This design comes from an exercise in tuning for small area and a short achievable clock period on the open sky130 flow, not from production work.
Where RTL was checked, it was by simulation tests only, not by an equivalence proof against the original.
Function not checked in run 2: the RTL went through the layout flow alone.
No run shown here takes its clock network from TritonCTS; it comes from the design's own scripts or RTL.
The flow treats the clock pin as an ideal source. Dropping or thinning the clock tree relies on that and would not hold on a real chip.
Power and IR drop assume default switching activity.

<file path="flow/design.v">
module fifo(
  input clk,
  input rst,
  input [7:0] buf_in,
  input wr_en,
  input rd_en,
  output reg [7:0] buf_out,
  output buf_empty,
  output reg buf_full,
  output [7:0] fifo_counter
);
  reg [7:0] wlo_n;
  reg [7:0] whi;
  reg [7:0] rlo;
  reg [7:0] rhi;
  reg [6:0] count;
  reg not_empty;
  reg [7:0] mem_n [0:63];
  assign fifo_counter = {1'b0, count};
  assign buf_empty = ~not_empty;
  wire wa = wr_en & ~buf_full;
  wire ra = rd_en & not_empty;
  wire [7:0] whi_n;
  wire [63:0] we;
  wire [63:0] rs_n;
  genvar g, b;
  generate
    for (g = 0; g < 8; g = g + 1) begin : gwhi
      fifo_nand3b u (.a_n(buf_full), .b(wr_en), .c(whi[g]), .y(whi_n[g]));
    end
    for (g = 0; g < 64; g = g + 1) begin : gdec
      fifo_nor2 u_we (.a(wlo_n[g % 8]), .b(whi_n[g / 8]), .y(we[g]));
      fifo_nand2 u_rs (.a(rlo[g % 8]), .b(rhi[g / 8]), .y(rs_n[g]));
    end
  endgenerate
  wire [7:0] buf_out_next;
  wire ra_n = ~ra;
  generate
    for (b = 0; b < 8; b = b + 1) begin : gbit
      wire [63:0] col_n;
      for (g = 0; g < 64; g = g + 1) begin : gcol
        assign col_n[g] = mem_n[g][b];
      end
      wire [3:0] r;
      fifo_sel64 u_sel (.s_n(rs_n), .d_n(col_n), .r(r));
      fifo_outsel u_out (.r(r), .ra(ra), .ra_n(ra_n), .q(buf_out[b]), .y(buf_out_next[b]));
    end
  endgenerate
  wire [7:0] buf_in_n = ~buf_in;
  generate
    for (g = 0; g < 64; g = g + 1) begin : gmem
      always @(posedge clk)
        if (we[g])
          mem_n[g] <= buf_in_n;
    end
  endgenerate
  wire up = wa & ~ra;
  wire dn = ra & ~wa;
  wire [6:0] cnt_inc = count + 7'd1;
  wire [6:0] cnt_dec = count - 7'd1;
  wire [6:0] count_next;
  generate
    for (g = 0; g < 7; g = g + 1) begin : gcnt
      fifo_mux4 u (.a(count[g]), .b(cnt_dec[g]), .c(cnt_inc[g]), .d(cnt_inc[g]),
                   .s0(dn), .s1(up), .y(count_next[g]));
    end
  endgenerate
  wire c63 = (count == 7'd63);
  wire ne1 = (count != 7'd1);
  wire full_next, ne_next;
  fifo_flags u_flags (.wr_en(wr_en), .rd_en(rd_en), .full(buf_full), .ne(not_empty),
                      .c63(c63), .ne1(ne1), .full_next(full_next), .ne_next(ne_next));
  always @(posedge clk or posedge rst) begin
    if (rst) begin
      wlo_n <= 8'b11111110;
      whi <= 8'b00000001;
      rlo <= 8'b00000001;
      rhi <= 8'b00000001;
      count <= 7'd0;
      buf_out <= 8'd0;
      not_empty <= 1'b0;
      buf_full <= 1'b0;
    end else begin
      if (wa) begin
        wlo_n <= {wlo_n[6:0], wlo_n[7]};
        if (!wlo_n[7]) whi <= {whi[6:0], whi[7]};
      end
      if (ra) begin
        rlo <= {rlo[6:0], rlo[7]};
        if (rlo[7]) rhi <= {rhi[6:0], rhi[7]};
      end
      buf_out <= buf_out_next;
      count <= count_next;
      not_empty <= ne_next;
      buf_full <= full_next;
    end
  end
endmodule
module fifo_sel64(
  input [63:0] s_n,
  input [63:0] d_n,
  output [3:0] r
);
  wire [31:0] p;      
  wire [15:0] q_n;
  genvar i;
  generate
    for (i = 0; i < 32; i = i + 1) begin : gp
      fifo_oai22 u (.a1(s_n[2*i]), .a2(d_n[2*i]), .b1(s_n[2*i+1]), .b2(d_n[2*i+1]), .y(p[i]));
    end
    for (i = 0; i < 16; i = i + 1) begin : gq
      fifo_nor2 u (.a(p[2*i]), .b(p[2*i+1]), .y(q_n[i]));
    end
    for (i = 0; i < 4; i = i + 1) begin : gr
      fifo_nand4 u (.a(q_n[4*i]), .b(q_n[4*i+1]), .c(q_n[4*i+2]), .d(q_n[4*i+3]), .y(r[i]));
    end
  endgenerate
endmodule
module fifo_outsel(
  input [3:0] r,
  input ra,
  input ra_n,
  input q,
  output y
);
  wire t0_n, t1_n, t2_n;
  fifo_oai21 u0 (.a1(r[0]), .a2(r[1]), .b1(ra), .y(t0_n));
  fifo_oai21 u1 (.a1(r[2]), .a2(r[3]), .b1(ra), .y(t1_n));
  fifo_nand2 u2 (.a(ra_n), .b(q), .y(t2_n));
  fifo_nand3 u3 (.a(t0_n), .b(t1_n), .c(t2_n), .y(y));
endmodule
module fifo_oai21(input a1, input a2, input b1, output y);
  assign y = ~((a1 | a2) & b1);
endmodule
module fifo_nand3(input a, input b, input c, output y);
  assign y = ~(a & b & c);
endmodule
module fifo_oai22(input a1, input a2, input b1, input b2, output y);
  assign y = ~((a1 | a2) & (b1 | b2));
endmodule
module fifo_nand4(input a, input b, input c, input d, output y);
  assign y = ~(a & b & c & d);
endmodule
module fifo_nand3b(input a_n, input b, input c, output y);
  assign y = ~(~a_n & b & c);
endmodule
module fifo_nand2(input a, input b, output y);
  assign y = ~(a & b);
endmodule
module fifo_nor2(input a, input b, output y);
  assign y = ~(a | b);
endmodule
module fifo_mux4(input a, input b, input c, input d, input s0, input s1, output y);
  assign y = s1 ? (s0 ? d : c) : (s0 ? b : a);
endmodule
module fifo_flags(input wr_en, input rd_en, input full, input ne, input c63, input ne1,
                  output full_next, output ne_next);
  assign full_next = ~rd_en & (full | (wr_en & c63));
  assign ne_next = wr_en | (ne & (~rd_en | ne1));
endmodule
</file>
<file path="flow/flow/run.sh">
#!/bin/bash
# Standard ORFS layout (the standard.sh) with these changes to how it is made:
#  - ports are buffered with buf_2 cells instead of the slow delay-cell default
#  - the clock tree is flow/my_cts.tcl's (built in place of TritonCTS through
#    ORFS's PRE_CTS_TCL hook): 32 equal clusters of flip-flops, each under a
#    clkbuf_8, grouped by quadrant under 4 clkbuf_16 that the clock port drives
#  - after the timing repair in CTS and in global routing, flow/downsize.tcl
#    swaps each cell for the smallest drive strength that does not raise
#    area x (4 ns - worst setup slack), and repair_design then restores the
#    slew and cap margins
# Each ORFS step writes its full log under orfs/logs; make's output goes to standard.log.
set -euo pipefail
export BUFFER_PORTS_ARGS="-buffer_cell sky130_fd_sc_hd__buf_2"
export PRE_CTS_TCL="$PWD/flow/pre_cts.tcl"
export POST_CTS_TCL="$PWD/flow/post_cts.tcl"
export POST_GLOBAL_ROUTE_TCL="$PWD/flow/post_grt.tcl"
bash standard.sh > standard.log 2>&1
</file>
<file path="flow/flow/downsize.tcl">
proc dn_area {} {
  set a 0
  foreach i [[ord::get_db_block] getInsts] {
    set n [[$i getMaster] getName]
    if {[string match *tapvpwr* $n] || [string match *fill* $n] || [string match *decap* $n]} continue
    set a [expr {$a + [[$i getMaster] getArea] / 1e6}]
  }
  return $a
}

# Cell swaps invalidate the wire parasitics of the nets they touch, so
# every swap is followed by a fresh placement-based estimate.
proc dn_update {} {
  estimate_parasitics -placement
}

proc dn_run {{eps 0.001} {period 0}} {
  dn_update
  set db [ord::get_db]
  set block [ord::get_db_block]
  # group library cells by stem
  set stems [dict create]
  foreach lib [$db getLibs] {
    foreach m [$lib getMasters] {
      set n [$m getName]
      if {[regexp {^(sky130_fd_sc_hd__[a-z0-9]+)_([0-9]+)$} $n -> stem sz]} {
        if {[llength [get_lib_cells -quiet $n]] == 0} continue
        if {[get_property [get_lib_cells $n] dont_use]} continue
        dict lappend stems $stem [list [$m getArea] $n]
      }
    }
  }
  set wns0 [worst_slack -max]
  set slew0 [sta::max_slew_violation_count]
  set cap0 [sta::max_capacitance_violation_count]
  set limit [expr {$wns0 - $eps}]
  set a0 [dn_area]
  set insts {}
  foreach i [$block getInsts] {
    set m [$i getMaster]
    set n [$m getName]
    if {![regexp {^(sky130_fd_sc_hd__[a-z0-9]+)_([0-9]+)$} $n -> stem sz]} continue
    if {[string match sky130_fd_sc_hd__clk* $n] || [string match sky130_fd_sc_hd__df* $n] || [string match sky130_fd_sc_hd__edf* $n]} continue
    if {[string match *tapvpwr* $n] || [string match *fill* $n] || [string match *decap* $n] || [string match *conb* $n]} continue
    if {[$i isDoNotTouch]} continue
    set onclk 0
    foreach it [$i getITerms] {
      set net [$it getNet]
      if {$net != "NULL" && [$net getSigType] == "CLOCK"} { set onclk 1 }
    }
    if {$onclk} continue
    lappend insts [list [$m getArea] [$i getName] $stem $n]
  }
  set changed 0
  set a_cur $a0
  set w_cur $wns0
  foreach rec [lsort -integer -decreasing -index 0 $insts] {
    lassign $rec area name stem cur
    if {![dict exists $stems $stem]} continue
    set cands [lsort -integer -index 0 [dict get $stems $stem]]
    foreach c $cands {
      lassign $c carea cname
      if {$carea >= $area} break
      replace_cell $name $cname
      dn_update
      set w [worst_slack -max]
      if {$period > 0} {
        set a_new [expr {$a_cur - ($area - $carea) / 1e6}]
        set ok [expr {$a_new * ($period - $w) <= $a_cur * ($period - $w_cur)}]
      } else {
        set ok [expr {$w >= $limit}]
      }
      if {$ok && [sta::max_slew_violation_count] <= $slew0 && [sta::max_capacitance_violation_count] <= $cap0} {
        if {$period > 0} { set a_cur $a_new; set w_cur $w }
        incr changed
        set area -1
        break
      }
      replace_cell $name $cur
      dn_update
    }
  }
  puts "downsize: $changed cells smaller, area [format %.1f $a0] -> [format %.1f [dn_area]], wns [format %.4f $wns0] -> [format %.4f [worst_slack -max]]"
}
</file>
<file path="flow/flow/my_cts.tcl">
proc mycts_bisect {pts depth axis} {
  if {$depth == 0 || [llength $pts] < 2} { return [list $pts] }
  set s [lsort -integer -index $axis $pts]
  set h [expr {[llength $s] / 2}]
  set a [lrange $s 0 [expr {$h - 1}]]
  set b [lrange $s $h end]
  set na [expr {1 - $axis}]
  return [concat [mycts_bisect $a [expr {$depth - 1}] $na] [mycts_bisect $b [expr {$depth - 1}] $na]]
}

proc mycts_centre {c} {
  set cx 0; set cy 0
  foreach p $c { set cx [expr {$cx + [lindex $p 0]}]; set cy [expr {$cy + [lindex $p 1]}] }
  return [list [expr {$cx / [llength $c]}] [expr {$cy / [llength $c]}]]
}

# Create buffer NAME of master M at (x, y) driving a new net NAME_net from
# input net IN; return the new net.
proc mycts_buffer {m name x y in} {
  set block [ord::get_db_block]
  set inst [odb::dbInst_create $block $m $name]
  set net [odb::dbNet_create $block ${name}_net]
  $net setSigType CLOCK
  $inst setLocation [expr {int($x)}] [expr {int($y)}]
  $inst setPlacementStatus PLACED
  [$inst findITerm A] connect $in
  [$inst findITerm X] connect $net
  return $net
}

proc mycts_build {clk_name depth mid master {leaf_master ""}} {
  set db [ord::get_db]
  set block [ord::get_db_block]
  set net [$block findNet $clk_name]
  set m [$db findMaster $master]
  if {$leaf_master == ""} { set leaf_master $master }
  set lm [$db findMaster $leaf_master]
  set pts {}
  foreach it [$net getITerms] {
    set b [[$it getInst] getBBox]
    lappend pts [list [expr {([$b xMin] + [$b xMax]) / 2}] [expr {([$b yMin] + [$b yMax]) / 2}] $it]
  }
  foreach it [$net getITerms] { $it disconnect }
  set die [$block getDieArea]
  set axis [expr {([$die dx] >= [$die dy]) ? 0 : 1}]
  set clusters [mycts_bisect $pts $depth $axis]
  # leaf cluster centres, as points for grouping
  set leaves {}
  set k 0
  foreach c $clusters {
    lassign [mycts_centre $c] cx cy
    lappend leaves [list $cx $cy $k $c]
    incr k
  }
  if {$mid < 0} {
    # no common root: the clock port drives 2^-mid group buffers directly
    set g 0
    foreach grp [mycts_bisect $leaves [expr {-$mid}] $axis] {
      lassign [mycts_centre $grp] gx gy
      set gnet [mycts_buffer $m clkbuf_root_$g $gx $gy $net]
      foreach l $grp {
        lassign $l cx cy idx c
        set lnet [mycts_buffer $lm clkbuf_leaf_$idx $cx $cy $gnet]
        foreach p $c { [lindex $p 2] connect $lnet }
      }
      incr g
    }
    puts "mycts: [llength $pts] sinks, [llength $clusters] leaf buffers, $g root buffers"
    return
  }
  lassign [mycts_centre $leaves] rx ry
  set rootnet [mycts_buffer $m clkbuf_root $rx $ry $net]
  if {$mid > 0} {
    set groups [mycts_bisect $leaves [expr {$depth - $mid}] $axis]
  } else {
    set groups [list $leaves]
  }
  set g 0
  foreach grp $groups {
    if {$mid > 0} {
      lassign [mycts_centre $grp] gx gy
      set gnet [mycts_buffer $m clkbuf_mid_$g $gx $gy $rootnet]
    } else {
      set gnet $rootnet
    }
    foreach l $grp {
      lassign $l cx cy idx c
      set lnet [mycts_buffer $lm clkbuf_leaf_$idx $cx $cy $gnet]
      foreach p $c { [lindex $p 2] connect $lnet }
    }
    incr g
  }
  puts "mycts: [llength $pts] sinks, [llength $clusters] leaf buffers, [llength $groups] groups"
}
</file>
<file path="flow/flow/post_cts.tcl">
source [file join [file dirname [info script]] downsize.tcl]
dn_run 0.001 4.0
repair_design -slew_margin $::env(SLEW_MARGIN) -cap_margin $::env(CAP_MARGIN) -match_cell_footprint
detailed_placement
check_placement -verbose
</file>
<file path="flow/flow/post_grt.tcl">
# Sourced by ORFS's global_route.tcl after its timing repair: the same area
# recovery as after CTS (on placement-based parasitics), then the nets are
# rerouted and slew and capacitance limits repaired on global-routing
# parasitics, and the route guides rewritten.
source [file join [file dirname [info script]] downsize.tcl]
global_route -start_incremental
dn_run 0.001 4.0
detailed_placement
global_route -end_incremental
estimate_parasitics -global_routing
global_route -start_incremental
repair_design -slew_margin $::env(SLEW_MARGIN) -cap_margin $::env(CAP_MARGIN) -match_cell_footprint
detailed_placement
global_route -end_incremental
estimate_parasitics -global_routing
check_placement -verbose
puts "post_grt: wns [worst_slack -max] slew violations [sta::max_slew_violation_count] cap violations [sta::max_capacitance_violation_count]"
write_guides $::env(RESULTS_DIR)/route.guide
</file>
<file path="flow/flow/pre_cts.tcl">
# Sourced by ORFS's cts.tcl before it calls clock_tree_synthesis: replaces
# TritonCTS with the tree of my_cts.tcl: 32 equal clusters of flip-flops,
# each driven by a clkbuf_8 at its centre; the leaf buffers are grouped by
# quadrant under 4 clkbuf_16, which the clock port drives.
source [file join [file dirname [info script]] my_cts.tcl]
rename clock_tree_synthesis orig_clock_tree_synthesis
proc clock_tree_synthesis {args} {
  set port [[ord::get_db_block] findBTerm clk]
  mycts_build [[$port getNet] getName] 5 -2 sky130_fd_sc_hd__clkbuf_16 sky130_fd_sc_hd__clkbuf_8
  set_propagated_clock [all_clocks]
}
</file>
<file path="flow/standard.sh">
#!/bin/bash
# synth_recipe.tcl (not shown) runs the flow's synth.tcl, then flattens the netlist and writes it again
# the make line also repeats each setting of config.mk as NAME=value (left out here)
make -C /OpenROAD-flow-scripts/flow DESIGN_CONFIG=/design/flow/config.mk WORK_HOME=/design/flow/orfs CLKGATE_MAP_FILE= SYNTH_SCRIPT=/design/flow/synth_recipe.tcl "${@:-finish}"
</file>
<file path="flow/config.mk">
export PLATFORM = sky130hd
export DESIGN_NAME = fifo
export DESIGN_NICKNAME = fifo
export VERILOG_FILES = /design/flow/design.v
export SDC_FILE = /design/flow/constraint.sdc
export NUM_CORES = 4
export LEC_CHECK = 0
export CAP_MARGIN = 20
export CORE_MARGIN = 2
export CORE_UTILIZATION = 65
export CTS_CLUSTER_DIAMETER = 80
export CTS_CLUSTER_SIZE = 30
export SETUP_SLACK_MARGIN = 2.35
export SLEW_MARGIN = 20
export SYNTH_HIERARCHICAL = 1
export SYNTH_MINIMUM_KEEP_SIZE = 0
</file>
<file path="flow/constraint.sdc">
create_clock -name core_clock -period 4.0 [get_ports {clk}]
set_input_delay 0.8000 -clock core_clock [delete_from_list [all_inputs] [get_ports {clk}]]
set_output_delay 0.8000 -clock core_clock [all_outputs]
set_load 0.01 [all_outputs]
</file>
==> results of run 1 <==
[kinds of logic (layout without fill, tap and decap cells)]
family,after synthesis,count (layout)
fa+ha+maj,3,3
mux,38,38
simple gates,337,337
flops,561,561
buf+inv,19,197
xor+xnor,8,8
other cells,1,1
compound gates,276,276
[cell usage in the layout (no fill, tap or decap), types with 6 or more instances in the layout]
cell,synthesis,final
clkinvlp_4,0,15
buf_2,2,19
clkbuf_8,0,32
buf_4,2,17
nand2_1,79,21
dfrtp_1,39,17
nand4_1,32,32
edfxtp_1,512,512
mux2_2,31,31
nand2_2,0,39
dfstp_2,10,7
o21ai_1,16,6
buf_6,1,13
nor2_1,195,135
mux4_2,7,7
nand2_4,0,15
nand3b_1,9,9
dfrtp_4,0,13
dfrtp_2,0,9
nor2_2,2,60
o22ai_1,256,255
buf_1,0,74
o21ai_2,0,8
clkbuf_2,0,14
nand3_1,12,11
[worst max-delay path, cell delays in order (launching register included)]
cell	delay (ns)
dfrtp_4	0.51
buf_6	0.16
nand2_2	0.16
o22ai_1	0.10
nor2_1	0.15
nand4_1	0.28
o21ai_4	0.34
nand3_2	0.10
[per-stage QoR]
| stage | setup slack, ns | cells | utilization |
|---|---|---|---|
| after floorplan | 2.06 | 1243 | - |
| after global placement | 1.30 | 1673 | 0.694 |
| after detailed placement | 1.24 | 1673 | 0.694 |
| final | 2.08 | 1817 | 0.743 |
[flip-flops by register name, indices dropped and copies added, names as in the netlist]
signal and flops:
wlo_n 8, count 7, mem_n 512, rlo 8, rhi 8, whi 8, buf_full 1, not_empty 1
buf_out 8
[modules after synthesis (local to each module, per instance), excerpt]
| module | cells inside | flip-flops and latches | area (um2) | times used |
|---|---|---|---|---|
| fifo_mux4 | 1 | 0 | 22.5 | 7 |
| fifo_flags | 4 | 0 | 22.5 | 1 |
| fifo_oai22 | 1 | 0 | 6.26 | 256 |
| fifo_nand4 | 1 | 0 | 6.26 | 32 |
| fifo_nand3 | 1 | 0 | 5.00 | 8 |
| fifo_oai21 | 1 | 0 | 5.00 | 16 |
| fifo_nand2 | 1 | 0 | 3.75 | 72 |
[how the worst max path moves through the flow]
stage	to	slack, ns	cells past startpoint	start
after floorplan	count[0]	2.06	4	wr_en
after global placement	mem_n[46][1]	1.30	3	wr_en
after detailed placement	mem_n[54][7]	1.24	3	wr_en
final	buf_out[3]	2.08	7	rlo[6]
[power by group]
part           internal, W  switching, W  leakage (nW)  total (W)
Combinational     0.000216      0.000377          1.95   0.000593
Clock             0.000911       0.00155         0.279    0.00247
Sequential         0.00643     0.0000471          5.20    0.00648
Total              0.00756       0.00198          7.42    0.00954
[area by class of cell]
cell class                 count  area [um2]
buffer                        36         541
fill                        1967        7890
inverter                      14        90.1
multi-input combinational    663        4250
sequential                   561       16700
tap                          396         495
timing repair buffer         142         767
timing repair inverter         5        37.5
[layer usage]
metal,global-route usage,up-vias,wire (um)
li1,-,5293,-
met1,0.464,6176,20500
met2,0.502,839,25400
met3,0.0631,146,5890
met4,0.121,0,2150
met5,0,-,0
==> reports/results.tsv, run 1 <==
stage	metric	value	unit
floorplan	num_rows	64	
sta	fmax	520	MHz
outcome	status	no timing/DRC/antenna violations	
synth	synth_area_leaders	edfxtp_1 75%, o22ai_1 7.8%, dfrtp_1 4.8%	
sta	timing.hold.ws	0.529	ns
setup_path	rr_worst_depth	7	
cells_and_area	nets	1438	
setup_path	cp.arrival	2.16	ns
power_and_ir_drop	peakVddDrop	0.371	mV
sta	fin_crit_sh	0.481	
floorplan	core	30700	um2
cells_and_area	antenna_cells	0	
setup_path	reg2reg_slack	2.08	ns
place	gp_congestion	0.849	
synth	yosysSeqAreaShare	0.812	
synth	synthTopCellsByCount	512 x edfxtp_1, 256 x o22ai_1, 195 x nor2_1	
floorplan	die_x	181	um
sta	slew_violations	0	
synth	synth_top_area_share	0.752	
global_routing	grt_pass1_wl	76900	um
floorplan	ios	30	
cts	clk_pin_slew	0.11	ns
sta	fin_crit	1.92	ns
sta	skew	0.0232	ns
sta	tns	0	ns
synth	synth-edff-count	512	
routing	dr_total_vias	12500	
global_routing	overflow	0	
routing	wl	53900	um
synth	syn_area_per_cell	16.5	um2
cells_and_area	area_delta_synth_final	11.8	%
place	hpwl	30100	um
global_routing	antenna_found_initial	1	
floorplan	dieArea	32900	um2
synth	muxShareOfSynthArea	0.0248	
synth	synth-compound-area-share	0.0835	
synth	synth_most_common_cell	edfxtp_1	
synth	yosysUniqueCellTypes	30	
setup_path	worst_r2r_startpoint	rlo[6]	
min_path	hold_path_depth	2	
place	io_buffer_count	28	
synth	ys_ff_latch	561	
cts	insertion_delay	0.36	ns
power_and_ir_drop	power_density	417	nW/um2
synth	synth_area_leader_cell	edfxtp_1	
routing	drt_iter0_drc	1660	
routing	ant_nets	0	
setup_path	crit_path_max_fanout	8	
synth	synth_top_family_by_area	compound AO/OA/AOI/OAI gates	
power_and_ir_drop	leakagePower	7.42	nW
routing	wl_per_cell	29.7	um
sta	worst_slew_pin_slew	0.896	ns
min_path	hold_class	reg -> reg	
synth	syn-instance-count	1243	
setup_path	rr_endpoint	buf_out[3]	
synth	synth-xor-area-share	0.00343	
job	drv_cap	0	
floorplan	die_h	181	um
cells_and_area	drive_above_1_share	0.227	
min_path	hp-start	buf_out[3]	
global_routing	grt_pass1_vias	12000	
synth	synth_ff_type	edfxtp_1	
routing	drc	0	
synth	synthArstFlopShare	0.0873	
global_routing	grt_max_degree	65	
synth	synthAdderAreaFrac	0.00184	
synth	synth-simple-area-share	0.0695	
min_path	hold_end	buf_out[3]	
setup_path	start_kind	register	
global_routing	globalRouteTotalUtil	0.323	
place	placed_area	21300	um2
routing	via_per_inst	6.85	
sta	setup_viol	0	
synth	syn_area	20400	um2
cells_and_area	finalInstanceArea	22900	um2
sta	hold_violations	0	
setup_path	crit_required	4.23	ns
setup_path	crit_path_end_kind	register	
sta	relSlewSlack	0.403	
synth	yosysWarningCount	8	
setup_path	crit_type	reg -> reg	
synth	syn_nets	1258	
power_and_ir_drop	finalPower	0.00954	W
floorplan	start_util	0.665	
routing	first_pass_iters	5	
==> inputs of run 2 (changes only) <==
--- a/flow/design.v
+++ b/flow/design.v
@@ -10,6 +10,5 @@
   output [7:0] fifo_counter
 );
-  reg [7:0] wlo_n;
-  reg [7:0] whi;
+  reg [5:0] wr_ptr;
   reg [7:0] rlo;
   reg [7:0] rhi;
@@ -21,4 +20,8 @@
   wire wa = wr_en & ~buf_full;
   wire ra = rd_en & not_empty;
+  wire [7:0] wlo_n;
+  wire [7:0] whi;
+  fifo_dec3n u_wlo (.a(wr_ptr[2:0]), .y_n(wlo_n));
+  fifo_dec3 u_whi (.a(wr_ptr[5:3]), .y(whi));
   wire [7:0] whi_n;
   wire [63:0] we;
@@ -73,6 +76,5 @@
   always @(posedge clk or posedge rst) begin
     if (rst) begin
-      wlo_n <= 8'b11111110;
-      whi <= 8'b00000001;
+      wr_ptr <= 6'd0;
       rlo <= 8'b00000001;
       rhi <= 8'b00000001;
@@ -82,8 +84,5 @@
       buf_full <= 1'b0;
     end else begin
-      if (wa) begin
-        wlo_n <= {wlo_n[6:0], wlo_n[7]};
-        if (!wlo_n[7]) whi <= {whi[6:0], whi[7]};
-      end
+      if (wa) wr_ptr <= wr_ptr + 6'd1;
       if (ra) begin
         rlo <= {rlo[6:0], rlo[7]};
@@ -159,2 +158,8 @@
   assign ne_next = wr_en | (ne & (~rd_en | ne1));
 endmodule
+module fifo_dec3n(input [2:0] a, output [7:0] y_n);
+  assign y_n = ~(8'b1 << a);
+endmodule
+module fifo_dec3(input [2:0] a, output [7:0] y);
+  assign y = 8'b1 << a;
+endmodule
--- a/flow/config.mk
+++ b/flow/config.mk
@@ -8,5 +8,5 @@
 export CAP_MARGIN = 20
 export CORE_MARGIN = 2
-export CORE_UTILIZATION = 65
+export CORE_UTILIZATION = 60
 export CTS_CLUSTER_DIAMETER = 80
 export CTS_CLUSTER_SIZE = 30
==> reports/results.tsv, run 2 <==
stage	metric	value	unit	change
outcome	status	no timing/DRC/antenna violations		unchanged
floorplan	start_util	0.606		was 0.665
cells_and_area	antenna_cells	0		unchanged
synth	synth_ff_type	edfxtp_1		unchanged
cts	insertion_delay	0.35	ns	was 0.36 ns
synth	syn-instance-count	1244		was 1243
floorplan	dieArea	35200	um2	was 32900 um2
global_routing	globalRouteTotalUtil	0.330		was 0.323
synth	yosysSeqAreaShare	0.809		was 0.812
setup_path	crit_path_max_fanout	8		unchanged
place	hpwl	32300	um	was 30100 um
cells_and_area	drive_above_1_share	0.231		was 0.227
setup_path	start_kind	register		unchanged
synth	syn_area_per_cell	16.3	um2	was 16.5 um2
floorplan	die_x	188	um	was 181 um
sta	worst_slew_pin_slew	0.865	ns	was 0.896 ns
setup_path	crit_type	reg -> reg		unchanged
power_and_ir_drop	peakVddDrop	0.334	mV	was 0.371 mV
synth	yosysWarningCount	8		unchanged
cells_and_area	final_common_cell	edfxtp_1		unchanged
global_routing	grt_pass1_vias	12300		was 12000
routing	drt_iter0_drc	1746		was 1660
setup_path	slowest_stage	dfrtp_4		unchanged
sta	fmax	517	MHz	was 520 MHz
setup_path	crit_path_end_kind	register		unchanged
global_routing	antenna_found_initial	0		was 1
synth	synth_most_common_cell	edfxtp_1		unchanged
setup_path	max_stage_delay	0.48	ns	was 0.51 ns
min_path	hold_class	reg -> reg		unchanged
sta	skew	0.0200	ns	was 0.0232 ns
sta	fin_crit	1.94	ns	was 1.92 ns
power_and_ir_drop	power_density	465	nW/um2	was 417 nW/um2
global_routing	overflow	0		unchanged
cts	clk_pin_slew	0.11	ns	about the same
sta	fin_crit_sh	0.484		was 0.481
cells_and_area	largest_reg_flops	512		unchanged
floorplan	ios	30		unchanged
sta	slew_violations	0		unchanged
sta	tns	0	ns	unchanged
cells_and_area	regMostFlops	mem_n		unchanged
routing	drc	0		unchanged
global_routing	grt_pass1_wl	82900	um	was 76900 um
routing	wl_per_cell	30.7	um	was 29.7 um
routing	ant_nets	0		unchanged
power_and_ir_drop	finalPower	0.0108	W	was 0.00954 W
power_and_ir_drop	leakagePower	7.15	nW	was 7.42 nW
synth	synthTopCellsByCount	512 x edfxtp_1, 256 x o22ai_1, 195 x nor2_1		unchanged
cells_and_area	nets	1525		was 1438
setup_path	cp.arrival	2.17	ns	was 2.16 ns
synth	synth_area_leader_cell	edfxtp_1		unchanged
cells_and_area	nFillCells	2433		was 1967
synth	syn_nets	1260		was 1258
setup_path	crit_required	4.23	ns	about the same
sta	hold_violations	0		unchanged
sta	relSlewSlack	0.422		was 0.403
routing	wl	60100	um	was 53900 um
synth	ys_ff_latch	551		was 561
routing	via_per_inst	6.67		was 6.85
cells_and_area	area_delta_synth_final	14.8	%	was 11.8%
synth	synth_area_leaders	edfxtp_1 76%, o22ai_1 7.9%, dfrtp_1 4.6%		was edfxtp_1 75%, o22ai_1 7.8%, dfrtp_1 4.8%
synth	yosysUniqueCellTypes	39		was 30
place	gp_congestion	0.888		was 0.849
synth	syn_area	20200	um2	was 20400 um2
sta	setup_viol	0		unchanged
floorplan	die_h	188	um	was 181 um
place	io_buffer_count	28		unchanged
synth	synth-edff-count	512		unchanged
floorplan	core	33400	um2	was 30700 um2
routing	first_pass_iters	6		was 5
synth	synth_top_area_share	0.760		was 0.752
global_routing	grt_max_degree	40		was 65
routing	dr_total_vias	13000		was 12500
synth	synthArstFlopShare	0.0708		was 0.0873
job	drv_cap	0		unchanged
setup_path	crit_chain	buf_2, nand2_1, o22ai_1, nor2_1, nand4_1, o21ai_2, nand3_1		was buf_6, nand2_2, o22ai_1, nor2_1, nand4_1, o21ai_4, nand3_2
cells_and_area	layout_common_cells	512 x edfxtp_1, 256 x o22ai_1, 121 x buf_1		was 512 x edfxtp_1, 255 x o22ai_1, 135 x nor2_1
floorplan	num_rows	67		was 64
run 2: changes by cell type in the layout (fill, tap and decap cells not counted), moves of 6 or more:
cell	delta
buf_1	+47
buf_2	+23
clkbuf_2	+10
clkinvlp_4	+8
dfrtp_1	-8
dfrtp_2	+6
dfstp_2	-7
mux2_2	-15
nand2_1	+13
nand2_4	-11
nor2_1	-15
nor2_2	-30
nor2_4	+44
run 2: layout make-up:
cell class                      instances  area [um2]  area share
Timing Repair Buffer                  218        1080      0.0467
Timing Repair inverter                 14         103     0.00442
Buffer                                 36         541      0.0233
Sequential cell                       551       16400       0.708
Inverter                               14        90.1     0.00388
Multi-Input combinational cell        674        4400       0.190
Tap cell                              448         561      0.0242
run 2: layer usage:
| layer | GRT usage | up-vias | wire length (um) |
|---|---|---|---|
| li1 | - | 5478 | - |
| met1 | 0.474 | 6603 | 22900 |
| met2 | 0.525 | 815 | 28500 |
| met4 | 0.112 | 0 | 2460 |
| met5 | 0 | - | 0 |
| met3 | 0.0517 | 137 | 6260 |
run 2: worst paths after layout:
path                              end  cells past startpoint  slack, ns  startpoint
min                        buf_out[1]                      2       0.58  buf_out[1]
max in group asynchronous      rhi[7]                      2       2.83         rst
min reg2reg                buf_out[1]                      2       0.58  buf_out[1]
max reg2reg                buf_out[6]                      7       2.06      rhi[4]
min in group asynchronous    count[0]                      2       0.60         rst
max                        buf_out[6]                      7       2.06      rhi[4]
run 2: where the power goes:
part | internal, W | total (W) | switching, W
registers | 0.00656 | 0.00668 | 0.000125
logic | 0.000510 | 0.00166 | 0.00115
clock network | 0.000911 | 0.00246 | 0.00155
total | 0.00798 | 0.0108 | 0.00282
run 2: cells by family after synthesis:
| kind of cell | synth area share |
|---|---|
| AO/OA/AOI/OAI | 0.0844 |
| XOR/XNOR | 0.00563 |
| adder cells (fa/ha/maj) | 0.00248 |
| buffers and inverters | 0.00421 |
| flip-flops | 0.809 |
| multiplexers | 0.0167 |
| other | 0.000185 |
| AND/OR/NAND/NOR | 0.0776 |
run 2: modules after synthesis, one instance, submodules excluded, a selection:
| module | copies in the design | flip-flops and latches | cells |
|---|---|---|---|
| fifo_dec3n | 1 | 0 | 8 |
| fifo_oai21 | 16 | 0 | 1 |
| fifo_flags | 1 | 0 | 4 |
| fifo_mux4 | 7 | 0 | 1 |
| fifo_nand2 | 72 | 0 | 1 |
| fifo_dec3 | 1 | 0 | 8 |
| fifo_nand3b | 8 | 0 | 1 |
| fifo_oai22 | 256 | 0 | 1 |
| fifo_nand3 | 8 | 0 | 1 |
| fifo_nand4 | 32 | 0 | 1 |
| fifo_nor2 | 192 | 0 | 1 |
run 2: metrics by stage:
stage	cell area (um2)	util	instances	setup WS (ns)	hold WS, ns
after detailed placement	21300	0.638	1733	1.25	0.540
after global placement	21300	0.638	1733	1.27	0.521
after floorplan	20500	-	1244	2.01	0.490
final	23200	0.696	1955	2.06	0.583
run 2: critical path: cells and delay by family (launching register included):
family	cells	cell delay, ns
buf+inv	1	0.18
compound gates	2	0.39
flops	1	0.48
simple gates	4	0.78
==> inputs of run 3 (changes only) <==
--- a/flow/design.v
+++ b/flow/design.v
@@ -10,5 +10,6 @@
   output [7:0] fifo_counter
 );
-  reg [5:0] wr_ptr;
+  reg [7:0] wlo_n;
+  reg [7:0] whi;
   reg [7:0] rlo;
   reg [7:0] rhi;
@@ -20,8 +21,4 @@
   wire wa = wr_en & ~buf_full;
   wire ra = rd_en & not_empty;
-  wire [7:0] wlo_n;
-  wire [7:0] whi;
-  fifo_dec3n u_wlo (.a(wr_ptr[2:0]), .y_n(wlo_n));
-  fifo_dec3 u_whi (.a(wr_ptr[5:3]), .y(whi));
   wire [7:0] whi_n;
   wire [63:0] we;
@@ -76,5 +73,6 @@
   always @(posedge clk or posedge rst) begin
     if (rst) begin
-      wr_ptr <= 6'd0;
+      wlo_n <= 8'b11111110;
+      whi <= 8'b00000001;
       rlo <= 8'b00000001;
       rhi <= 8'b00000001;
@@ -84,5 +82,8 @@
       buf_full <= 1'b0;
     end else begin
-      if (wa) wr_ptr <= wr_ptr + 6'd1;
+      if (wa) begin
+        wlo_n <= {wlo_n[6:0], wlo_n[7]};
+        if (!wlo_n[7]) whi <= {whi[6:0], whi[7]};
+      end
       if (ra) begin
         rlo <= {rlo[6:0], rlo[7]};
@@ -158,8 +159,2 @@
   assign ne_next = wr_en | (ne & (~rd_en | ne1));
 endmodule
-module fifo_dec3n(input [2:0] a, output [7:0] y_n);
-  assign y_n = ~(8'b1 << a);
-endmodule
-module fifo_dec3(input [2:0] a, output [7:0] y);
-  assign y = 8'b1 << a;
-endmodule
--- a/flow/flow/post_grt.tcl
+++ b/flow/flow/post_grt.tcl
@@ -4,5 +4,8 @@
 # parasitics, and the route guides rewritten.
 source [file join [file dirname [info script]] downsize.tcl]
+source [file join [file dirname [info script]] upsize.tcl]
 global_route -start_incremental
+dn_run 0.001 4.0
+up_run 4.0 40
 dn_run 0.001 4.0
 detailed_placement
==> flow/flow/upsize.tcl (new file) <==
proc up_stems {} {
  set db [ord::get_db]
  set stems [dict create]
  foreach lib [$db getLibs] {
    foreach m [$lib getMasters] {
      set n [$m getName]
      if {[regexp {^(sky130_fd_sc_hd__[a-z0-9]+)_([0-9]+)$} $n -> stem sz]} {
        if {[llength [get_lib_cells -quiet $n]] == 0} continue
        if {[get_property [get_lib_cells $n] dont_use]} continue
        dict lappend stems $stem [list [$m getArea] $n]
      }
    }
  }
  return $stems
}

proc up_run {period iters {npaths 4}} {
  dn_update
  set stems [up_stems]
  set block [ord::get_db_block]
  set a [dn_area]
  set w [worst_slack -max]
  set n 0
  for {set it 0} {$it < $iters} {incr it} {
    set insts [dict create]
    foreach pe [find_timing_paths -path_delay max -path_group core_clock -group_path_count $npaths -endpoint_path_count 1 -sort_by_slack] {
      foreach pt [get_property $pe points] {
        set pin [get_property $pt pin]
        if {[get_property $pin direction] != "output"} continue
        set inst [get_property $pin full_name]
        set inst [file dirname $inst]
        if {$inst == "."} continue
        dict set insts $inst 1
      }
    }
    set best ""
    set bestv [expr {$a * ($period - $w)}]
    foreach name [dict keys $insts] {
      set i [$block findInst $name]
      if {$i == "NULL"} continue
      set cur [[$i getMaster] getName]
      if {[string match sky130_fd_sc_hd__clk* $cur]} continue
      if {![regexp {^(sky130_fd_sc_hd__[a-z0-9]+)_([0-9]+)$} $cur -> stem sz]} continue
      if {![dict exists $stems $stem]} continue
      set carea [[$i getMaster] getArea]
      foreach c [lsort -integer -index 0 [dict get $stems $stem]] {
        lassign $c ar cn
        if {$ar <= $carea} continue
        replace_cell $name $cn
        dn_update
        set w2 [worst_slack -max]
        set a2 [expr {$a + ($ar - $carea) / 1e6}]
        set v [expr {$a2 * ($period - $w2)}]
        if {$v < $bestv - 1e-6 && [sta::max_slew_violation_count] == 0 && [sta::max_capacitance_violation_count] == 0} {
          set bestv $v; set best [list $name $cn $a2 $w2]
        }
        replace_cell $name $cur
        dn_update
      }
    }
    if {$best == ""} break
    lassign $best name cn a w
    replace_cell $name $cn
    dn_update
    incr n
  }
  puts "upsize: $n changes, area [format %.1f $a], wns [format %.4f [worst_slack -max]]"
}
==> reports/results.tsv, run 3 <==
stage	metric	value	unit	change
floorplan	dieArea	35600	um2	was 35200 um2
synth	synth_ff_type	edfxtp_1		unchanged
setup_path	start_kind	register		unchanged
synth	synth_area_leaders	edfxtp_1 75%, o22ai_1 7.8%, dfrtp_1 4.8%		was edfxtp_1 76%, o22ai_1 7.9%, dfrtp_1 4.6%
setup_path	slowest_stage	dfrtp_4		unchanged
cells_and_area	area_delta_synth_final	12.2	%	was 14.8%
synth	synth-edff-count	512		unchanged
cells_and_area	finalInstanceArea	22900	um2	was 23200 um2
setup_path	crit_chain	buf_4, nand2_4, o22ai_1, nor2_1, nand4_1, o21ai_1, nand3_1		was buf_2, nand2_1, o22ai_1, nor2_1, nand4_1, o21ai_2, nand3_1
setup_path	crit_required	4.23	ns	about the same
synth	yosysWarningCount	8		unchanged
cells_and_area	final_common_cell	edfxtp_1		unchanged
global_routing	grt_pass1_wl	80300	um	was 82900 um
synth	ys_ff_latch	561		was 551
setup_path	rr_worst_depth	7		unchanged
min_path	hold_class	in -> async		was reg -> reg
cells_and_area	regMostFlops	mem_n		unchanged
routing	wl_per_cell	30.2	um	was 30.7 um
synth	synth_area_leader_cell	edfxtp_1		unchanged
sta	slew_violations	0		unchanged
place	hpwl	31700	um	was 32300 um
cts	clk_pin_slew	0.11	ns	about the same
floorplan	die_h	189	um	was 188 um
place	io_buffer_count	28		unchanged
floorplan	ios	30		unchanged
synth	synth_top_area_share	0.752		was 0.760
power_and_ir_drop	leakagePower	7.44	nW	was 7.15 nW
sta	fin_crit	1.85	ns	was 1.94 ns
routing	via_per_inst	6.59		was 6.67
global_routing	grt_pass1_vias	12000		was 12300
global_routing	overflow	0		unchanged
routing	first_pass_iters	5		was 6
floorplan	num_rows	67		unchanged
setup_path	reg2reg_slack	2.15	ns	was 2.06 ns
global_routing	grt_max_degree	65		was 40
synth	syn_area	20400	um2	was 20200 um2
cells_and_area	layout_common_cells	512 x edfxtp_1, 255 x o22ai_1, 119 x nor2_1		was 512 x edfxtp_1, 256 x o22ai_1, 121 x buf_1
floorplan	start_util	0.610		was 0.606
setup_path	crit_type	reg -> reg		unchanged
routing	drc	0		unchanged
global_routing	globalRouteTotalUtil	0.317		was 0.330
sta	fmax	541	MHz	was 517 MHz
routing	drt_iter0_drc	1581		was 1746
place	placed_area	21400	um2	was 21300 um2
routing	dr_total_vias	12300		was 13000
routing	wl	56400	um	was 60100 um
synth	syn-instance-count	1243		was 1244
synth	synthArstFlopShare	0.0873		was 0.0708
power_and_ir_drop	power_density	416	nW/um2	was 465 nW/um2
synth	syn_area_per_cell	16.5	um2	was 16.3 um2
synth	yosysSeqAreaShare	0.812		was 0.809
cells_and_area	drive_above_1_share	0.248		was 0.231
setup_path	crit_path_end_kind	register		unchanged
cells_and_area	largest_reg_flops	512		unchanged
sta	fin_crit_sh	0.462		was 0.484
synth	syn_nets	1258		was 1260
floorplan	die_x	189	um	was 188 um
cts	insertion_delay	0.35	ns	about the same
setup_path	worst_r2r_startpoint	rlo[4]		was rhi[4]
setup_path	rr_endpoint	buf_out[2]		was buf_out[6]
synth	yosysUniqueCellTypes	30		was 39
sta	setup_viol	0		unchanged
cells_and_area	nets	1437		was 1525
sta	skew	0.0193	ns	was 0.0200 ns
synth	synth_most_common_cell	edfxtp_1		unchanged
synth	synthTopCellsByCount	512 x edfxtp_1, 256 x o22ai_1, 195 x nor2_1		unchanged
sta	relSlewSlack	0.360		was 0.422
setup_path	max_stage_delay	0.58	ns	was 0.48 ns
outcome	status	no timing/DRC/antenna violations		unchanged
setup_path	cp.arrival	2.08	ns	was 2.17 ns
sta	tns	0	ns	unchanged
global_routing	antenna_found_initial	0		unchanged
place	gp_congestion	0.902		was 0.888
sta	worst_slew_pin_slew	0.960	ns	was 0.865 ns
sta	hold_violations	0		unchanged
setup_path	crit_path_max_fanout	8		unchanged
routing	ant_nets	0		unchanged
cells_and_area	finish.utilization	0.684		was 0.696
floorplan	core	33500	um2	was 33400 um2
power_and_ir_drop	peakVddDrop	0.303	mV	was 0.334 mV
job	drv_cap	0		unchanged
run 3: modules after synthesis, one instance, submodules excluded, a selection:
| module | copies in the design | cells | area, um2 |
|---|---|---|---|
| fifo_nand3 | 8 | 1 | 5.00 |
| fifo_flags | 1 | 4 | 22.5 |
| fifo_oai22 | 256 | 1 | 6.26 |
| fifo_mux4 | 7 | 1 | 22.5 |
| fifo_nand4 | 32 | 1 | 6.26 |
| fifo_nor2 | 192 | 1 | 3.75 |
| fifo | 1 | 648 | 17300 |
| fifo_nand2 | 72 | 1 | 3.75 |
| fifo_nand3b | 8 | 1 | 7.51 |
| fifo_oai21 | 16 | 1 | 5.00 |
run 3: cell type report:
cell class	count	area (um2)
sequential	561	16700
fill	2396	10600
multi-input combinational	663	4280
timing repair buffer	140	751
tap	448	561
buffer	36	541
inverter	14	90.1
timing repair inverter	6	40.0
antenna	1	2.50
run 3: kinds of logic after synthesis:
kind of cell	share of synthesized area
AO/OA/AOI/OAI	0.0835
AND/OR/NAND/NOR	0.0695
adder cells (fa/ha/maj)	0.00184
buffers and inverters	0.00434
flip-flops	0.812
XOR/XNOR	0.00343
other	0.000183
multiplexers	0.0248
run 3: routing by layer:
metal | global-route usage | up-vias | share of wire
li1 | - | 5296 | -
met1 | 0.456 | 6165 | 0.39
met2 | 0.498 | 742 | 0.48
met3 | 0.0522 | 106 | 0.098
met4 | 0.116 | 0 | 0.036
met5 | 0 | - | 0
run 3: worst max path at each step:
| stage | to | from | slack, ns |
|---|---|---|---|
| 6_report | buf_out[2] | rlo[4] | 2.15 |
| 3_5_place_dp | mem_n[36][7] | wr_en | 1.21 |
| 2_1_floorplan | count[0] | wr_en | 2.06 |
| 3_3_place_gp | mem_n[30][2] | wr_en | 1.29 |
run 3: per-stage QoR:
stage	instances	worst slack, ns	hold WS, ns	total power [W]
global placement	1729	1.29	0.532	0.00708
detailed placement	1729	1.21	0.536	0.00709
finish	1869	2.15	0.462	0.00954
floorplan	1243	2.06	0.490	0.00692
run 3: worst max-delay path, delay by kind of cell (launching register included):
kind	cells	cell delay, ns
and+or+nand+nor	4	0.61
DFF	1	0.58
AOI/OAI and AO/OA	2	0.34
buffers and inverters	1	0.19
run 3: power by group:
| group | total [W] | internal [W] | switching (W) |
|---|---|---|---|
| Sequential | 0.00648 | 0.00643 | 0.0000465 |
| Clock | 0.00248 | 0.000912 | 0.00156 |
| Combinational | 0.000592 | 0.000220 | 0.000372 |
| Total | 0.00954 | 0.00756 | 0.00198 |
==> inputs of run 4 (changes only) <==
--- a/flow/flow/run.sh
+++ b/flow/flow/run.sh
@@ -5,9 +5,4 @@
 #    ORFS's PRE_CTS_TCL hook): 32 equal clusters of flip-flops, each under a
 #    clkbuf_8, grouped by quadrant under 4 clkbuf_16 that the clock port drives
-#  - after the timing repair in CTS and in global routing, flow/downsize.tcl
-#    swaps each cell for the smallest drive strength that does not raise
-#    area x (4 ns - worst setup slack), and repair_design then restores the
-#    slew and cap margins
-# Each ORFS step writes its full log under orfs/logs; make's output goes to standard.log.
 set -euo pipefail
 export BUFFER_PORTS_ARGS="-buffer_cell sky130_fd_sc_hd__buf_2"
--- a/flow/flow/post_grt.tcl
+++ b/flow/flow/post_grt.tcl
@@ -1,6 +1,2 @@
-# Sourced by ORFS's global_route.tcl after its timing repair: the same area
-# recovery as after CTS (on placement-based parasitics), then the nets are
-# rerouted and slew and capacitance limits repaired on global-routing
-# parasitics, and the route guides rewritten.
 source [file join [file dirname [info script]] downsize.tcl]
 source [file join [file dirname [info script]] upsize.tcl]
==> reports/results.tsv, run 4 <==
stage	metric	value	unit	change
synth	syn-instance-count	1243		unchanged
floorplan	core	33500	um2	unchanged
min_path	hold_class	in -> async		unchanged
sta	worst_slew_pin_slew	0.960	ns	unchanged
cells_and_area	instances_no_fill	1869		unchanged
cells_and_area	nets	1437		unchanged
sta	setup_viol	0		unchanged
cts	clk_pin_slew	0.11	ns	about the same
routing	drt_iter0_drc	1581		unchanged
sta	relSlewSlack	0.360		unchanged
synth	yosysUniqueCellTypes	30		unchanged
floorplan	dieArea	35600	um2	unchanged
routing	drc	0		unchanged
global_routing	overflow	0		unchanged
global_routing	grt_pass1_wl	80300	um	unchanged
routing	first_pass_iters	5		unchanged
synth	syn_nets	1258		unchanged
global_routing	grt_max_degree	65		unchanged
setup_path	crit_path_max_fanout	8		unchanged
synth	synth_area_leaders	edfxtp_1 75%, o22ai_1 7.8%, dfrtp_1 4.8%		unchanged
cells_and_area	nFillCells	2396		unchanged
job	drv_cap	0		unchanged
synth	yosysWarningCount	8		unchanged
cells_and_area	area_delta_synth_final	12.2	%	unchanged
synth	synth_ff_type	edfxtp_1		unchanged
routing	wl_per_cell	30.2	um	unchanged
synth	synth_top_area_share	0.752		unchanged
synth	syn_area	20400	um2	unchanged
power_and_ir_drop	switchingPower	0.00198	W	unchanged
global_routing	globalRouteTotalUtil	0.317		unchanged
sta	tns	0	ns	unchanged
synth	synth_area_leader_cell	edfxtp_1		unchanged
setup_path	crit_required	4.23	ns	about the same
synth	synthArstFlopShare	0.0873		unchanged
place	gp_congestion	0.902		unchanged
global_routing	grt_pass1_vias	12000		unchanged
power_and_ir_drop	power_density	416	nW/um2	unchanged
power_and_ir_drop	intPower	0.00756	W	unchanged
power_and_ir_drop	leakagePower	7.44	nW	unchanged
setup_path	max_stage_delay	0.58	ns	about the same
synth	synthTopCellsByCount	512 x edfxtp_1, 256 x o22ai_1, 195 x nor2_1		unchanged
power_and_ir_drop	seqPwrFrac	0.679		about the same
floorplan	die_x	189	um	unchanged
sta	fmax	541	MHz	unchanged
power_and_ir_drop	peakVddDrop	0.303	mV	unchanged
setup_path	crit_path_end_kind	register		unchanged
global_routing	antenna_found_initial	0		unchanged
sta	fin_crit_sh	0.462		unchanged
routing	via_per_inst	6.59		unchanged
setup_path	crit_type	reg -> reg		unchanged
setup_path	slowest_stage	dfrtp_4		unchanged
place	io_buffer_count	28		unchanged
power_and_ir_drop	p_sw_frac	0.208		unchanged
sta	slew_violations	0		unchanged
setup_path	startpoint	rlo[4]		unchanged
cells_and_area	regMostFlops	mem_n		unchanged
sta	hold_violations	0		unchanged
place	dp.cells	1729		unchanged
setup_path	start_kind	register		unchanged
power_and_ir_drop	p_comb_frac	0.062		about the same
synth	ys_ff_latch	561		unchanged
routing	wl	56400	um	unchanged
place	hpwl	31700	um	unchanged
cells_and_area	largest_reg_flops	512		unchanged
cells_and_area	layout_common_cells	512 x edfxtp_1, 255 x o22ai_1, 119 x nor2_1		unchanged
synth	synth-edff-count	512		unchanged
setup_path	crit_chain	buf_4, nand2_4, o22ai_1, nor2_1, nand4_1, o21ai_1, nand3_1		unchanged
synth	synth_most_common_cell	edfxtp_1		unchanged
routing	dr_total_vias	12300		unchanged
routing	ant_nets	0		unchanged
sta	fin_crit	1.85	ns	unchanged
floorplan	die_h	189	um	unchanged
cts	insertion_delay	0.35	ns	about the same
synth	yosysSeqAreaShare	0.812		unchanged
floorplan	ios	30		unchanged
setup_path	cp.arrival	2.08	ns	about the same
power_and_ir_drop	p_clk_frac	0.259		about the same
synth	syn_area_per_cell	16.5	um2	unchanged
cells_and_area	drive_above_1_share	0.248		unchanged
setup_path	worst_r2r_startpoint	rlo[4]		unchanged
cells_and_area	final_common_cell	edfxtp_1		unchanged
floorplan	start_util	0.610		unchanged
outcome	status	no timing/DRC/antenna violations		unchanged
floorplan	num_rows	67		unchanged
sta	skew	0.0193	ns	unchanged
[run 4: cell counts in the layout (fill, tap and decap cells not counted)]
Identical to the previous run, type by type.
[run 4: routing by layer]
| layer | GRT usage | part of all wire | up-vias | wire length (um) |
|---|---|---|---|---|
| li1 | - | - | 5296 | - |
| met1 | 0.456 | 0.39 | 6165 | 22100 |
| met2 | 0.498 | 0.48 | 742 | 26800 |
| met3 | 0.0522 | 0.098 | 106 | 5550 |
| met4 | 0.116 | 0.036 | 0 | 2020 |
| met5 | 0 | 0 | - | 0 |
[run 4: path summary, 6_finish.rpt]
path	slack, ns	end	cells after the start
max	2.15	buf_out[2]	7
min	0.46	count[3]	2
max reg2reg	2.15	buf_out[2]	7
min reg2reg	0.56	whi[6]	1
max in group asynchronous	2.70	rhi[5]	3
min in group core_clock	0.56	whi[6]	1
[run 4: final cells by class]
cell class	instances	area [um2]	share of cell area
multi-input cells	663	4280	0.187
flip-flops and latches	561	16700	0.727
inverters	14	90.1	0.00393
well taps	448	561	0.0244
diodes	1	2.50	0.000109
repair buffers	140	751	0.0327
plain buffers	36	541	0.0236
repair inverters	6	40.0	0.00174
[run 4: logic make-up (layout without fill, tap and decap cells)]
family	after synthesis	count (layout)	share of synthesized area
other	1	2	0.000183
AOI/OAI and AO/OA	276	276	0.0835
adders and majority gates	3	3	0.00184
DFF	561	561	0.812
and+or+nand+nor	337	337	0.0695
buffers and inverters	19	196	0.00434
xor gates and xnor gates	8	8	0.00343
muxes	38	38	0.0248
[run 4: power by group through the flow]
stage          Clock, W  Combinational [W]  Sequential (W)
2_1_floorplan         0           0.000302         0.00662
3_3_place_gp          0           0.000439         0.00664
3_5_place_dp          0           0.000446         0.00664
6_report        0.00248           0.000592         0.00648
[run 4: Yosys stat by module, one instance, submodules excluded, excerpt]
module       flip-flops and latches  area [um2]  cells
fifo_nand4                        0        6.26      1
fifo_oai22                        0        6.26      1
fifo                            561       17300    648
fifo_mux4                         0        22.5      1
fifo_nor2                         0        3.75      1
fifo_oai21                        0        5.00      1
fifo_nand3b                       0        7.51      1
fifo_nand2                        0        3.75      1
fifo_nand3                        0        5.00      1
fifo_flags                        0        22.5      4
[run 4: per-stage QoR]
step	instance area (um2)	total power, W	hold WS (ns)	setup slack [ns]	utilization
global placement	21400	0.00708	0.532	1.29	0.639
floorplan	20700	0.00692	0.490	2.06	-
detailed placement	21400	0.00709	0.536	1.21	0.639
finish	22900	0.00954	0.462	2.15	0.684
[run 4: worst max-delay path: cells and delay by family, from the launching register on]
kind | cells | cell delay, ns
and+or+nand+nor | 4 | 0.61
DFF | 1 | 0.58
AOI/OAI and AO/OA | 2 | 0.34
buffers and inverters | 1 | 0.19
==> inputs of run 5 (changes only) <==
--- a/flow/flow/run.sh
+++ b/flow/flow/run.sh
@@ -5,4 +5,8 @@
 #    ORFS's PRE_CTS_TCL hook): 32 equal clusters of flip-flops, each under a
 #    clkbuf_8, grouped by quadrant under 4 clkbuf_16 that the clock port drives
+#  - after the timing repair in CTS and in global routing, flow/downsize.tcl
+#    swaps each cell for the smallest drive strength that keeps the worst
+#    setup slack, and repair_design then restores the slew and cap margins
+# Each ORFS step writes its full log under orfs/logs; make's output goes to standard.log.
 set -euo pipefail
 export BUFFER_PORTS_ARGS="-buffer_cell sky130_fd_sc_hd__buf_2"
--- a/flow/flow/downsize.tcl
+++ b/flow/flow/downsize.tcl
@@ -1,2 +1,6 @@
+# Area recovery: visit every logic cell, largest first, and swap it for the
+# smallest cell of the same function (same name stem, other drive strength)
+# that keeps the worst setup slack and adds no slew or capacitance
+# violation. Clock-tree cells and flip-flops are left alone.
 proc dn_area {} {
   set a 0
@@ -15,5 +19,5 @@
 }
 
-proc dn_run {{eps 0.001} {period 0}} {
+proc dn_run {{eps 0.001}} {
   dn_update
   set db [ord::get_db]
@@ -53,6 +57,4 @@
   }
   set changed 0
-  set a_cur $a0
-  set w_cur $wns0
   foreach rec [lsort -integer -decreasing -index 0 $insts] {
     lassign $rec area name stem cur
@@ -64,13 +66,5 @@
       replace_cell $name $cname
       dn_update
-      set w [worst_slack -max]
-      if {$period > 0} {
-        set a_new [expr {$a_cur - ($area - $carea) / 1e6}]
-        set ok [expr {$a_new * ($period - $w) <= $a_cur * ($period - $w_cur)}]
-      } else {
-        set ok [expr {$w >= $limit}]
-      }
-      if {$ok && [sta::max_slew_violation_count] <= $slew0 && [sta::max_capacitance_violation_count] <= $cap0} {
-        if {$period > 0} { set a_cur $a_new; set w_cur $w }
+      if {[worst_slack -max] >= $limit && [sta::max_slew_violation_count] <= $slew0 && [sta::max_capacitance_violation_count] <= $cap0} {
         incr changed
         set area -1
==> flow/flow/post_cts.tcl (replaced) <==
# Sourced by ORFS's cts.tcl after its timing repair: recover the area of
# cells the repair made larger than the worst slack needs, then repair any
# slew or capacitance limit with ORFS's margins, and legalise.
source [file join [file dirname [info script]] downsize.tcl]
dn_run
repair_design -slew_margin $::env(SLEW_MARGIN) -cap_margin $::env(CAP_MARGIN) -match_cell_footprint
detailed_placement
check_placement -verbose
--- a/flow/flow/post_grt.tcl
+++ b/flow/flow/post_grt.tcl
@@ -1,8 +1,12 @@
+# Sourced by ORFS's global_route.tcl after its timing repair: the same area
+# recovery as after CTS (on placement-based parasitics), then the nets are
+# rerouted and slew and capacitance limits repaired on global-routing
+# parasitics, and the route guides rewritten.
 source [file join [file dirname [info script]] downsize.tcl]
 source [file join [file dirname [info script]] upsize.tcl]
 global_route -start_incremental
-dn_run 0.001 4.0
+dn_run
 up_run 4.0 40
-dn_run 0.001 4.0
+dn_run
 detailed_placement
 global_route -end_incremental
==> reports/results.tsv, run 5 <==
stage	metric	value	unit	change
synth	synth_ff_type	edfxtp_1		unchanged
synth	ys_ff_latch	561		unchanged
floorplan	die_h	189	um	unchanged
sta	worst_slew_pin_slew	0.975	ns	was 0.960 ns
synth	syn_area_per_cell	16.5	um2	unchanged
synth	synthTopCellsByCount	512 x edfxtp_1, 256 x o22ai_1, 195 x nor2_1		unchanged
floorplan	ios	30		unchanged
routing	dr_total_vias	12400		was 12300
global_routing	grt_pass1_wl	80300	um	about the same
synth	syn-instance-count	1243		unchanged
floorplan	die_x	189	um	unchanged
outcome	status	no timing/DRC/antenna violations		unchanged
global_routing	grt_max_degree	65		unchanged
floorplan	num_rows	67		unchanged
routing	drt_iter0_drc	1527		was 1581
power_and_ir_drop	power_density	417	nW/um2	was 416 nW/um2
routing	drc	0		unchanged
synth	syn_nets	1258		unchanged
place	gp_congestion	0.902		unchanged
sta	relSlewSlack	0.350		was 0.360
synth	synth_area_leaders	edfxtp_1 75%, o22ai_1 7.8%, dfrtp_1 4.8%		unchanged
global_routing	overflow	0		unchanged
place	placed_area	21400	um2	unchanged
setup_path	crit_required	4.23	ns	about the same
routing	via_per_inst	6.65		was 6.59
setup_path	crit_chain	buf_6, nand2_1, o22ai_1, nor2_1, nand4_1, o21ai_2, nand3_1		was buf_4, nand2_4, o22ai_1, nor2_1, nand4_1, o21ai_1, nand3_1
cells_and_area	regMostFlops	mem_n		unchanged
sta	fin_crit	1.87	ns	was 1.85 ns
cells_and_area	final_common_cell	edfxtp_1		unchanged
setup_path	crit_path_max_fanout	8		unchanged
power_and_ir_drop	leakagePower	7.39	nW	was 7.44 nW
sta	skew	0.0192	ns	was 0.0193 ns
global_routing	globalRouteTotalUtil	0.317		about the same
routing	wl_per_cell	30.3	um	was 30.2 um
setup_path	cp.arrival	2.10	ns	was 2.08 ns
synth	synth_most_common_cell	edfxtp_1		unchanged
routing	ant_nets	0		unchanged
power_and_ir_drop	peakVddDrop	0.326	mV	was 0.303 mV
floorplan	start_util	0.610		unchanged
cells_and_area	largest_reg_flops	512		unchanged
cells_and_area	antenna_cells	0		was 1
setup_path	crit_type	reg -> reg		unchanged
synth	synth_area_leader_cell	edfxtp_1		unchanged
sta	tns	0	ns	unchanged
cells_and_area	layout_common_cells	512 x edfxtp_1, 256 x o22ai_1, 120 x nor2_1		was 512 x edfxtp_1, 255 x o22ai_1, 119 x nor2_1
routing	wl	56700	um	was 56400 um
global_routing	antenna_found_initial	0		unchanged
setup_path	max_stage_delay	0.50	ns	was 0.58 ns
cts	clk_pin_slew	0.11	ns	about the same
cells_and_area	drive_above_1_share	0.238		was 0.248
sta	fin_crit_sh	0.467		was 0.462
min_path	hold_class	in -> async		unchanged
cts	insertion_delay	0.35	ns	about the same
sta	hold_violations	0		unchanged
cells_and_area	seq_area	16700	um2	unchanged
cells_and_area	nFillCells	2406		was 2396
synth	synthArstFlopShare	0.0873		unchanged
sta	slew_violations	0		unchanged
job	drv_cap	0		unchanged
cells_and_area	area_delta_synth_final	11.9	%	was 12.2%
sta	setup_viol	0		unchanged
synth	synth_top_area_share	0.752		unchanged
place	hpwl	31700	um	unchanged
place	io_buffer_count	28		unchanged
synth	yosysUniqueCellTypes	30		unchanged
cells_and_area	nets	1441		was 1437
cells_and_area	finalInstanceArea	22900	um2	about the same
sta	timing.hold.ws	0.465	ns	was 0.462 ns
setup_path	start_kind	register		unchanged
synth	yosysWarningCount	8		unchanged
synth	syn_area	20400	um2	unchanged
global_routing	grt_pass1_vias	12000		about the same
sta	fmax	536	MHz	was 541 MHz
floorplan	dieArea	35600	um2	unchanged
floorplan	core	33500	um2	unchanged
synth	synth-edff-count	512		unchanged
cells_and_area	multi_input_area	4200	um2	was 4280 um2
synth	yosysSeqAreaShare	0.812		unchanged
setup_path	crit_path_end_kind	register		unchanged
routing	first_pass_iters	5		unchanged
setup_path	slowest_stage	dfrtp_4		unchanged
-- run 5: through the flow --
step,utilization,cells,setup slack [ns],total power [W]
after floorplan,-,1243,2.06,0.00692
after global placement,0.639,1729,1.29,0.00708
after detailed placement,0.639,1729,1.21,0.00709
final,0.682,1872,2.13,0.00954
-- run 5: logic make-up after synthesis --
family                     count (synthesis)  synth area share
and+or+nand+nor                          337            0.0695
xor gates and xnor gates                   8           0.00343
muxes                                     38            0.0248
buffers and inverters                     19           0.00434
AOI/OAI and AO/OA                        276            0.0835
adders and majority gates                  3           0.00184
DFF                                      561             0.812
other                                      1          0.000183
-- run 5: path summary, 6_finish.rpt --
path,slack (ns),depth (start not counted),endpoint,startpoint
setup reg to reg,2.13,7,buf_out[5],rhi[6]
hold / removal,0.47,2,count[3],rst
setup / recovery,2.13,7,buf_out[5],rhi[6]
hold reg to reg,0.56,1,whi[6],whi[5]
min in group core_clock,0.56,1,whi[6],whi[5]
max in group asynchronous,2.69,3,rhi[5],rst
-- run 5: worst max-delay path, delay by kind of cell, from the launching register on --
family                 cells  cell delay, ns
and+or+nand+nor            4            0.72
DFF                        1            0.50
AOI/OAI and AO/OA          2            0.37
buffers and inverters      1            0.15
-- run 5: modules after synthesis (local to each module, per instance), a selection --
module	copies in the design	cell area, um2
fifo_flags	1	22.5
fifo_nand3	8	5.00
fifo_nand4	32	6.26
fifo_oai22	256	6.26
fifo_nand2	72	3.75
fifo_oai21	16	5.00
fifo	1	17300
fifo_nor2	192	3.75
fifo_mux4	7	22.5
fifo_nand3b	8	7.51
-- run 5: layer usage --
layer | global-route usage | vias to the layer above | share of wire
li1 | - | 5307 | -
met1 | 0.456 | 6237 | 0.39
met2 | 0.501 | 790 | 0.47
met3 | 0.0523 | 111 | 0.10
met4 | 0.110 | 0 | 0.039
met5 | 0 | - | 0
-- run 5: power by group --
| part | leakage (nW) | switching [W] | total [W] | internal, W |
|---|---|---|---|---|
| registers | 5.20 | 0.0000468 | 0.00648 | 0.00643 |
| clock network | 0.279 | 0.00156 | 0.00247 | 0.000912 |
| logic | 1.91 | 0.000373 | 0.000592 | 0.000219 |
-- run 5: layout make-up --
class                      instances  area share
multi-input combinational        663       0.184
buffer                            36      0.0236
timing repair buffer             144      0.0331
timing repair inverter             6     0.00175
sequential                       561       0.729
inverter                          14     0.00394
tap                              448      0.0245

[separate check: timing with driven ports]
The results above use ideal ports. As a check the final layouts listed here were re-extracted and re-timed, cells and wires unchanged. Step 1 assumes that a clkbuf_16 drives the clock port and a buf_2 every other input. Step 2, shift: input delay + t, output delay - t, t = (earliest + latest rising clock arrival at the registers) / 2. This alone moves slack from input paths to output paths. Three values: ideal, step 1, step 2; two values: the first two.
| run | t, ns | slack for setup (ns) | hold slack, ns | worst setup path at the end |
|---|---|---|---|---|
| run 1 | 0.459 | 2.076 / 2.076 / 1.785 | 0.529 / 0.528 / 0.529 | input to register |
| run 2 | 0.461 | 2.064 / 2.064 / 1.704 | 0.583 / 0.505 / 0.583 | input to register |
| run 3 | 0.466 | 2.151 / 2.121 / 1.802 | 0.462 / 0.355 / 0.556 | input to register |
| run 4 | 0.466 | 2.151 / 2.121 / 1.802 | 0.462 / 0.355 / 0.556 | input to register |
| run 5 | 0.468 | 2.134 / 2.119 / 1.813 | 0.465 / 0.356 / 0.558 | input to register |
After both steps every run listed still meets setup and hold. The setup slack of run 2, which loses most, moves by 0.000 ns with the drivers and by -0.360 ns with both steps.
